This design comes from an exercise in tuning for small area, a short achievable clock period and few clock cycles on the open sky130 flow, not from production work.
Where RTL was checked, it was by simulation tests only, not by an equivalence proof against the original.

==> flow/design.v <==
module SP(
	clk,
	rst_n,
	cg_en,
	in_valid,
	in_data,
	in_mode,
	out_valid,
	out_data
);
input		clk;
input		rst_n;
input		in_valid;
input		cg_en;
input [8:0] in_data;
input [2:0] in_mode;
output reg 		  out_valid;
output reg [9:0]  out_data;
integer i;
reg       busy;
reg [4:0] c;
reg [2:0] mode;
reg       o1, o2;
wire start = in_valid && !busy;
always @(posedge clk or negedge rst_n) begin
	if (!rst_n) busy <= 1'b0;
	else if (start) busy <= 1'b1;
	else if (o2) busy <= 1'b0;
end
always @(posedge clk) begin
	c <= busy ? c + 5'd1 : 5'd0;
	if (start) mode <= in_mode;
end
wire m1 = mode[1];
wire m2 = mode[2];
wire [4:0] nc = c + 5'd1;
reg inph, fen, ins_raw, ins_f, ins_q, clr, lastins;
wire nraw0 = !(in_mode[2] && !in_mode[1]);
always @(posedge clk or negedge rst_n) begin
	if (!rst_n) begin
		inph <= 1'b0; fen <= 1'b0; ins_raw <= 1'b0; ins_f <= 1'b0; ins_q <= 1'b0;
		clr <= 1'b0; lastins <= 1'b0;
	end else begin
		inph    <= start || busy && nc <= 5'd8;
		fen     <= busy && m1 && nc >= 5'd9 && nc <= 5'd17;
		ins_raw <= start && nraw0 ||
		           busy && (m1 ? nc <= 5'd7 : !m2 && nc <= 5'd8);
		ins_f   <= busy && m1 && !m2 && nc >= 5'd10 && nc <= 5'd18;
		ins_q   <= busy && m2 && (m1 ? (nc >= 5'd13 && nc <= 5'd21) : (nc >= 5'd4 && nc <= 5'd12));
		clr     <= busy && m1 && nc == 5'd8;
		lastins <= busy && (m2 ? (m1 ? nc == 5'd21 : nc == 5'd12) : (m1 ? nc == 5'd18 : nc == 5'd8));
	end
end
wire ins = ins_raw || ins_f || ins_q;
reg [7:0] gi;                 
reg       sg;
wire [7:0] gin;
genvar k;
generate for (k = 0; k < 8; k = k + 1) begin : g_gray
	if (k >= 4) assign gin[k] = ^in_data[7:k];
	else assign gin[k] = ^in_data[3:k];
end endgenerate
always @(posedge clk) begin
	gi <= gin;
	sg <= in_data[8];
end
wire [7:0] gb = {gi[7:4], gi[3:0] ^ {4{gi[4]}}};
wire [7:0] gr = {gi[7:4] ^ {1'b0, gi[7:5]}, gi[3:0] ^ {1'b0, gi[3:1]}};    
wire [7:0] nb;
generate for (k = 0; k < 8; k = k + 1) begin : g_neg
	if (k == 0) assign nb[k] = gb[0];
	else assign nb[k] = gb[k] ^ (sg & (|gb[k-1:0]));
end endgenerate
wire signed [8:0] vdec = mode[0] ? {sg & (|gb), nb} : {sg, gr};
reg signed [8:0] S [0:8];
reg signed [9:0] msum;         
reg [7:0] half;                
wire signed [8:0] hs = {1'b0, half};
wire signed [8:0] e = inph ? vdec : S[0];
wire signed [10:0] e2 = {e[8], e, 1'b0};
wire signed [10:0] D = e2 - msum;
wire signed [10:0] t = msum[0] ? (msum[9] ? 11'sd1 : -11'sd1) : 11'sd0;
wire signed [8:0] fe = !fen ? e : (D > t) ? e - hs : (D < t) ? e + hs : e;
always @(posedge clk) begin
	for (i = 0; i < 8; i = i + 1) S[i] <= S[i+1];
	S[8] <= fe;
end
wire signed [10:0] s3 = S[6] + S[7] + S[8];
wire signed [8:0] q3;
SP_div3 u_div3(.t(s3), .q(q3));
reg signed [8:0] q;
always @(posedge clk) q <= q3;
wire signed [8:0] x = ins_q ? q : ins_f ? S[8] : vdec;
reg signed [8:0] L [1:5];
reg signed [8:0] mn;
reg [5:1] full;                
reg [5:0] gt;                  
always @(*) begin
	gt[0] = 1'b1;
	for (i = 1; i <= 5; i = i + 1) gt[i] = !full[i] || (x > L[i]);
end
wire signed [8:0] nmax = gt[1] ? x : L[1];
always @(posedge clk) begin
	if (!busy || clr) full <= 5'd0;
	else if (ins) full <= {full[4:1], 1'b1};
	if (ins) begin
		L[1] <= nmax;
		for (i = 2; i <= 5; i = i + 1)
			L[i] <= gt[i-1] ? L[i-1] : (gt[i] ? x : L[i]);
		mn <= nmin;
	end
end
wire signed [8:0] nmin = (!full[1] || x < mn) ? x : mn;
wire [9:0] mdiff = nmax - nmin;
always @(posedge clk) begin
	if (clr) begin
		msum <= nmax + nmin;
		half <= mdiff[8:1];
	end
end
always @(posedge clk or negedge rst_n) begin
	if (!rst_n) begin
		o1 <= 1'b0; o2 <= 1'b0;
		out_valid <= 1'b0;
		out_data <= 10'd0;
	end else begin
		o1 <= lastins;
		o2 <= o1;
		out_valid <= lastins | o1 | o2;
		out_data <= lastins ? {nmax[8], nmax} : o1 ? {L[5][8], L[5]} : o2 ? {mn[8], mn} : 10'd0;
	end
end
endmodule
module SP_div3(input [10:0] t, output [8:0] q);
wire [11:0] u;
assign u[8:0] = t[8:0];
assign u[9] = ~t[9];
assign u[10] = ~t[10] ^ t[9];
assign u[11] = ~t[10] & t[9];
wire [1:0] r_0_0 = {1'b0, u[0]};
wire [1:0] r_1_1 = {1'b0, u[1]};
wire [1:0] r_2_2 = {1'b0, u[2]};
wire [1:0] r_3_3 = {1'b0, u[3]};
wire [1:0] r_4_4 = {1'b0, u[4]};
wire [1:0] r_5_5 = {1'b0, u[5]};
wire [1:0] r_6_6 = {1'b0, u[6]};
wire [1:0] r_7_7 = {1'b0, u[7]};
wire [1:0] r_8_8 = {1'b0, u[8]};
wire [1:0] r_9_9 = {1'b0, u[9]};
wire [1:0] r_10_10 = {1'b0, u[10]};
wire [1:0] r_11_11 = {1'b0, u[11]};
wire [1:0] r_11_10 = m3sub(r_10_10, r_11_11);
wire [1:0] r_11_9 = m3sub(r_9_9, r_11_10);
wire [1:0] r_8_7 = m3sub(r_7_7, r_8_8);
wire [1:0] r_8_6 = m3sub(r_6_6, r_8_7);
wire [1:0] r_11_8 = m3sub(r_8_8, r_11_9);
wire [1:0] r_11_7 = m3add(r_11_9, r_8_7);
wire [1:0] r_11_6 = m3sub(r_8_6, r_11_9);
wire [1:0] r_5_4 = m3sub(r_4_4, r_5_5);
wire [1:0] r_5_3 = m3sub(r_3_3, r_5_4);
wire [1:0] r_2_1 = m3sub(r_1_1, r_2_2);
wire [1:0] r_2_0 = m3sub(r_0_0, r_2_1);
wire [1:0] r_5_2 = m3sub(r_2_2, r_5_3);
wire [1:0] r_5_1 = m3add(r_5_3, r_2_1);
wire [1:0] r_5_0 = m3sub(r_2_0, r_5_3);
wire [1:0] r_11_5 = m3sub(r_5_5, r_11_6);
wire [1:0] r_11_4 = m3add(r_11_6, r_5_4);
wire [1:0] r_11_3 = m3sub(r_5_3, r_11_6);
wire [1:0] r_11_2 = m3add(r_11_6, r_5_2);
wire [1:0] r_11_1 = m3sub(r_5_1, r_11_6);
wire [1:0] r_11_0 = m3add(r_11_6, r_5_0);
wire [11:0] qb;
assign qb[11] = 1'b0;
assign qb[0] = r_11_1[1] | (r_11_1[0] & u[0]);
assign qb[1] = r_11_2[1] | (r_11_2[0] & u[1]);
assign qb[2] = r_11_3[1] | (r_11_3[0] & u[2]);
assign qb[3] = r_11_4[1] | (r_11_4[0] & u[3]);
assign qb[4] = r_11_5[1] | (r_11_5[0] & u[4]);
assign qb[5] = r_11_6[1] | (r_11_6[0] & u[5]);
assign qb[6] = r_11_7[1] | (r_11_7[0] & u[6]);
assign qb[7] = r_11_8[1] | (r_11_8[0] & u[7]);
assign qb[8] = r_11_9[1] | (r_11_9[0] & u[8]);
assign qb[9] = r_11_10[1] | (r_11_10[0] & u[9]);
assign qb[10] = r_11_11[1] | (r_11_11[0] & u[10]);
wire neg_rem = t[10] & (r_11_0 != 2'd0);
assign q = qb[8:0] + {8'd0, neg_rem};
function [1:0] m3add(input [1:0] a, input [1:0] b);
  case ({a,b}) 4'b0000: m3add=0; 4'b0001: m3add=1; 4'b0010: m3add=2;
    4'b0100: m3add=1; 4'b0101: m3add=2; 4'b0110: m3add=0;
    4'b1000: m3add=2; 4'b1001: m3add=0; 4'b1010: m3add=1; default: m3add=2'b00; endcase
endfunction
function [1:0] m3sub(input [1:0] b, input [1:0] a);  
  case ({b,a}) 4'b0000: m3sub=0; 4'b0001: m3sub=2; 4'b0010: m3sub=1;
    4'b0100: m3sub=1; 4'b0101: m3sub=0; 4'b0110: m3sub=2;
    4'b1000: m3sub=2; 4'b1001: m3sub=1; 4'b1010: m3sub=0; default: m3sub=2'b00; endcase
endfunction
endmodule
export LEC_CHECK = 0
export CAP_MARGIN = 20
export CORE_MARGIN = 2
export CORE_UTILIZATION = 40
export SLEW_MARGIN = 20
create_clock -name core_clock -period 22.0 [get_ports {clk}]
standard.sh (not shown) runs the stock make flow with config.mk's settings and CLKGATE_MAP_FILE= SYNTH_SCRIPT=/design/flow/synth_recipe.tcl, a recipe that flattens the netlist after the stock synthesis.
==> flow/flow/run.sh <==
#!/bin/bash
# Standard layout with stronger port buffers; timing repair aims for slack well
# beyond the clock's (the clock and constraints are unchanged).
set -e
bash standard.sh BUFFER_PORTS_ARGS="-buffer_cell sky130_fd_sc_hd__buf_4" SETUP_SLACK_MARGIN=16.5 finish > standard.log 2>&1
Testbench counts at the start, summed over its fixed seeds: cycles 10,357.
Change:
==> flow/flow/run.sh (replaced) <==
#!/bin/bash
# Standard layout with stronger port buffers and area-oriented mapping; timing
# repair aims for slack well beyond the clock's (clock and constraints unchanged).
set -e
bash standard.sh BUFFER_PORTS_ARGS="-buffer_cell sky130_fd_sc_hd__buf_4" SETUP_SLACK_MARGIN=16.5 ABC_AREA=1 finish > standard.log 2>&1
Synthesized area shrinks by about 0.44%.
Flip-flop and latch count does not change.
Die area shrinks by 0.43%.
Worst hold slack hardly moves.
Change:
==> flow/flow/run.sh (replaced) <==
#!/bin/bash
set -e
bash standard.sh BUFFER_PORTS_ARGS="-buffer_cell sky130_fd_sc_hd__buf_4" SETUP_SLACK_MARGIN=16.5 ABC_AREA=1 CTS_CLUSTER_SIZE=30 CTS_CLUSTER_DIAMETER=120 finish > standard.log 2>&1
Effect:
- The new run went through all stages and came out clean
- final cell count goes down slightly
- clock-buffer cell count goes down by 23
- first-iteration DRC count goes up by a few percent

== v27 ==
Another version of the RTL of SP (not shown whole).
Size: about 1400 cells after synthesis, roughly 200 flip-flops.
clock: 22.0 ns
lec_check: 0
cap_margin: 20
core_margin: 2
core_utilization: 40
slew_margin: 20
==> flow/flow/run.sh <==
#!/bin/bash
set -e
bash standard.sh BUFFER_PORTS_ARGS="-buffer_cell sky130_fd_sc_hd__buf_4" SETUP_SLACK_MARGIN=16.5 ABC_AREA=1 CTS_BUF_LIST="sky130_fd_sc_hd__clkbuf_8 sky130_fd_sc_hd__clkbuf_16" CTS_CLUSTER_SIZE=20 CTS_CLUSTER_DIAMETER=120 finish > standard.log 2>&1
v27 ran to completion and came out clean on the timing, DRC and antenna checks.
Testbench counts of v27, summed over its fixed seeds: cycles 10,357.
Changes in v5 relative to v27:
==> flow/flow/run.sh <==
#!/bin/bash
set -e
bash standard.sh BUFFER_PORTS_ARGS="-buffer_cell sky130_fd_sc_hd__buf_4" SETUP_SLACK_MARGIN=16.5 CTS_CLUSTER_SIZE=20 CTS_CLUSTER_DIAMETER=120 finish > standard.log 2>&1
Results
- v5 vs v27, share of synthesized area spent on multiplexers went up by 6.1 points.
- Any difference in starting density of the core between v5 and v27 is small enough to ignore.
- For placed cell area, v27 and v5 come out practically identical.
- In the reports for v5 and v27, the smaller area fraction in compound gates after synthesis belongs to v27.
Input changes introduced in v41 (baseline for comparison: v5):
==> flow/flow/run.sh <==
#!/bin/bash
set -e
bash standard.sh BUFFER_PORTS_ARGS="-buffer_cell sky130_fd_sc_hd__buf_4" SETUP_SLACK_MARGIN=16.0 ABC_AREA=1 CTS_CLUSTER_SIZE=20 CTS_CLUSTER_DIAMETER=120 finish > standard.log 2>&1
==> summary.txt <==
- Diff v5 -> v41: number of buffers outside the clock class in the layout went down 42%, worst hold slack saw an increase, worst setup skew after layout neither gained nor lost much, amount of wire on met2 after detailed routing down 920 um, first-iteration DRC count increased by 47 relative to the old numbers.
## Diff of input files: v54 against v41
==> flow/flow/run.sh <==
#!/bin/bash
set -e
bash standard.sh BUFFER_PORTS_ARGS="-buffer_cell sky130_fd_sc_hd__buf_4" SETUP_SLACK_MARGIN=16.5 ABC_AREA=1 CTS_CLUSTER_SIZE=20 CTS_CLUSTER_DIAMETER=120 finish > standard.log 2>&1
Results
Changes observed in v54 relative to v41: via count of the first global-routing pass neither gained nor lost much; relative slew slack lost 0.24 points; slack of the critical path neither gained nor lost much.
Looking at v41 and v54, the time the final worst path needs with I/O delays and setup is a wash.
Buffer share of cell area delta (v41 -> v54): insignificant
Any difference in portion of the clock cycle consumed by the worst path in the final layout between v54 and v41 is small enough to ignore.
Re utilization after layout: v41 was lower than v54.

Setup of job 5486:
SP, a different RTL version from the one above (not shown whole).
Size: about 27 I/O pins, about 12,000 um2 of cells after synthesis.
==> flow/design.v (excerpt) <==
module SP(
	clk,
	rst_n,
	cg_en,
	in_valid,
	in_data,
	in_mode,
	out_valid,
	out_data
);
clock: 22.0 ns
lec_check: 0
cap_margin: 20
core_margin: 2
core_utilization: 40
slew_margin: 20
==> flow/flow/run.sh <==
#!/bin/bash
# Standard layout with stronger port buffers; timing repair aims for slack well
# beyond the clock's (the clock and constraints are unchanged).
set -e
bash standard.sh BUFFER_PORTS_ARGS="-buffer_cell sky130_fd_sc_hd__buf_4" SETUP_SLACK_MARGIN=16.5 finish > standard.log 2>&1
Job 5486 ended with every stage complete and zero timing, DRC or antenna violations.
For job 1080, these inputs were changed with respect to job 5486:
==> flow/flow/run.sh <==
#!/bin/bash
# Standard layout with stronger port buffers; timing repair aims for slack well
# beyond the clock's (the clock and constraints are unchanged).
set -e
bash standard.sh BUFFER_PORTS_ARGS="-buffer_cell sky130_fd_sc_hd__buf_4" SETUP_SLACK_MARGIN=17.5 finish > standard.log 2>&1
Results
- Job 1080: no failed stages, no open violations at the end
- | post-detailed-route DRC marker count | job 1080 vs job 5486 | ≈ equal |
- As far as overall die height goes, job 1080 and job 5486 are indistinguishable; the numbers are identical.
- Relative to job 5486, utilization after layout has increased by 7.0 points in job 1080.
- Delta (job 1080 minus job 5486): hold-critical path depth roughly the same; multi-input gate share of total cell area higher; sequential fraction of total cell area lower.
- A origin of the worst setup path of out_data[5]$_DFF_PN0_ is what job 1080 shows, while out_data[8]$_DFF_PN0_ belongs to job 5486.
- Changes observed in job 1080 relative to job 5486: wire length of the first global-routing pass picked up an extra about 11%; footprint of the multi-input gates increased by 16% relative to the old numbers.
- Job 5486 -> job 1080: via count of the routed design increased by a few percent
Input-level comparison between job 2739 and job 1080:
==> flow/flow/run.sh <==
#!/bin/bash
# Standard layout with stronger port buffers.
set -e
bash standard.sh BUFFER_PORTS_ARGS="-buffer_cell sky130_fd_sc_hd__buf_4" finish > standard.log 2>&1
Results
- Summary of job 2739 over job 1080: non-clock buffer count went down by 134.
- Job 2739 completed end to end with timing, DRC and antenna clean.
- Re clock-buffer cell count: job 2739 is 6.3% down on job 1080.
- When job 2739 is measured against job 1080, its met3 wire length turns out about 14% lower.
- Routed wire in job 2739 totals less than in job 1080.
- Re summed area of non-filler cells in the final layout: job 1080 was higher than job 2739.
- Looking at delay of the slowest critical-path stage, job 2739 sits 430 ps higher than job 1080 does.
- Diff job 2739..job 1080 | floorplan die area | unchanged
- Of job 1080 and job 2739, the run reporting the lower fraction of area in non-clock buffers was job 2739.
Modified inputs, job 5355 compared to job 2739
==> flow/flow/run.sh <==
#!/bin/bash
# Standard layout with stronger port buffers; timing repair aims for slack well
# beyond the clock's (the clock and constraints are unchanged).
set -e
bash standard.sh BUFFER_PORTS_ARGS="-buffer_cell sky130_fd_sc_hd__buf_4" SETUP_SLACK_MARGIN=17.0 finish > standard.log 2>&1
--- outcome ---
[compare] base=job 2739 new=job 5355: number of cells on the critical path -26, data-path buffer share of cell area in the final layout +4.5 points, final-layout clock buffer total +about 30%, cell area after layout +about 12%.
Job 5355 ended up with register to output pin as its classification of the worst setup path; job 2739 ended up with register to register.
No functional check of the RTL was part of any run of this note.

[what the ideal ports hide]
In the flow no input, the clock included, has a driving cell. The finished layouts below were timed again as built, in two steps. Step 1 sets driving cells, clkbuf_16 on the clock port and buf_2 on the other inputs (assumed; they add their load-dependent delay and slew). Step 2 also shifts input and output timing later by t, the mid clock arrival at the registers, as if the neighbouring blocks saw the same clock. Three values: ideal, step 1, step 2; two values: the first two.
run | t, ns | setup WS [ns] | worst setup path at the end | worst register clock-pin slew, ns | worst data-port slew with drivers (ns)
the first run of note 1 | 0.557 | 16.566 / 16.516 / 16.599 | register to register | 0.06 / 0.06 | 0.05
the second run of note 1 | 0.562 | 16.572 / 16.520 / 16.699 | input to register | 0.07 / 0.07 | 0.04
the third run of note 1 | 0.525 | 16.581 / 16.529 / 16.753 | input to register | 0.12 / 0.12 | 0.04
v27 | 0.518 | 16.581 / 16.533 / 16.743 | input to register | 0.09 / 0.09 | 0.03
v5 | 0.518 | 16.584 / 16.537 / 16.647 | input to register | 0.09 / 0.09 | 0.09
v41 | 0.517 | 16.582 / 16.534 / 16.707 | register to register | 0.09 / 0.09 | 0.03
v54 | 0.518 | 16.583 / 16.534 / 16.735 | input to register | 0.09 / 0.09 | 0.03
job 5486 | 0.557 | 16.566 / 16.516 / 16.599 | register to register | 0.06 / 0.06 | 0.05
job 1080 | 0.571 | 16.529 / 16.480 / 16.851 | input to register | 0.07 / 0.07 | 0.05
job 2739 | 0.545 | 15.381 / 15.381 / 15.381 | register to register | 0.06 / 0.06 | 0.05
job 5355 | 0.561 | 16.562 / 16.511 / 16.678 | input to register | 0.06 / 0.06 | 0.04
After both steps every run listed still meets setup and hold.
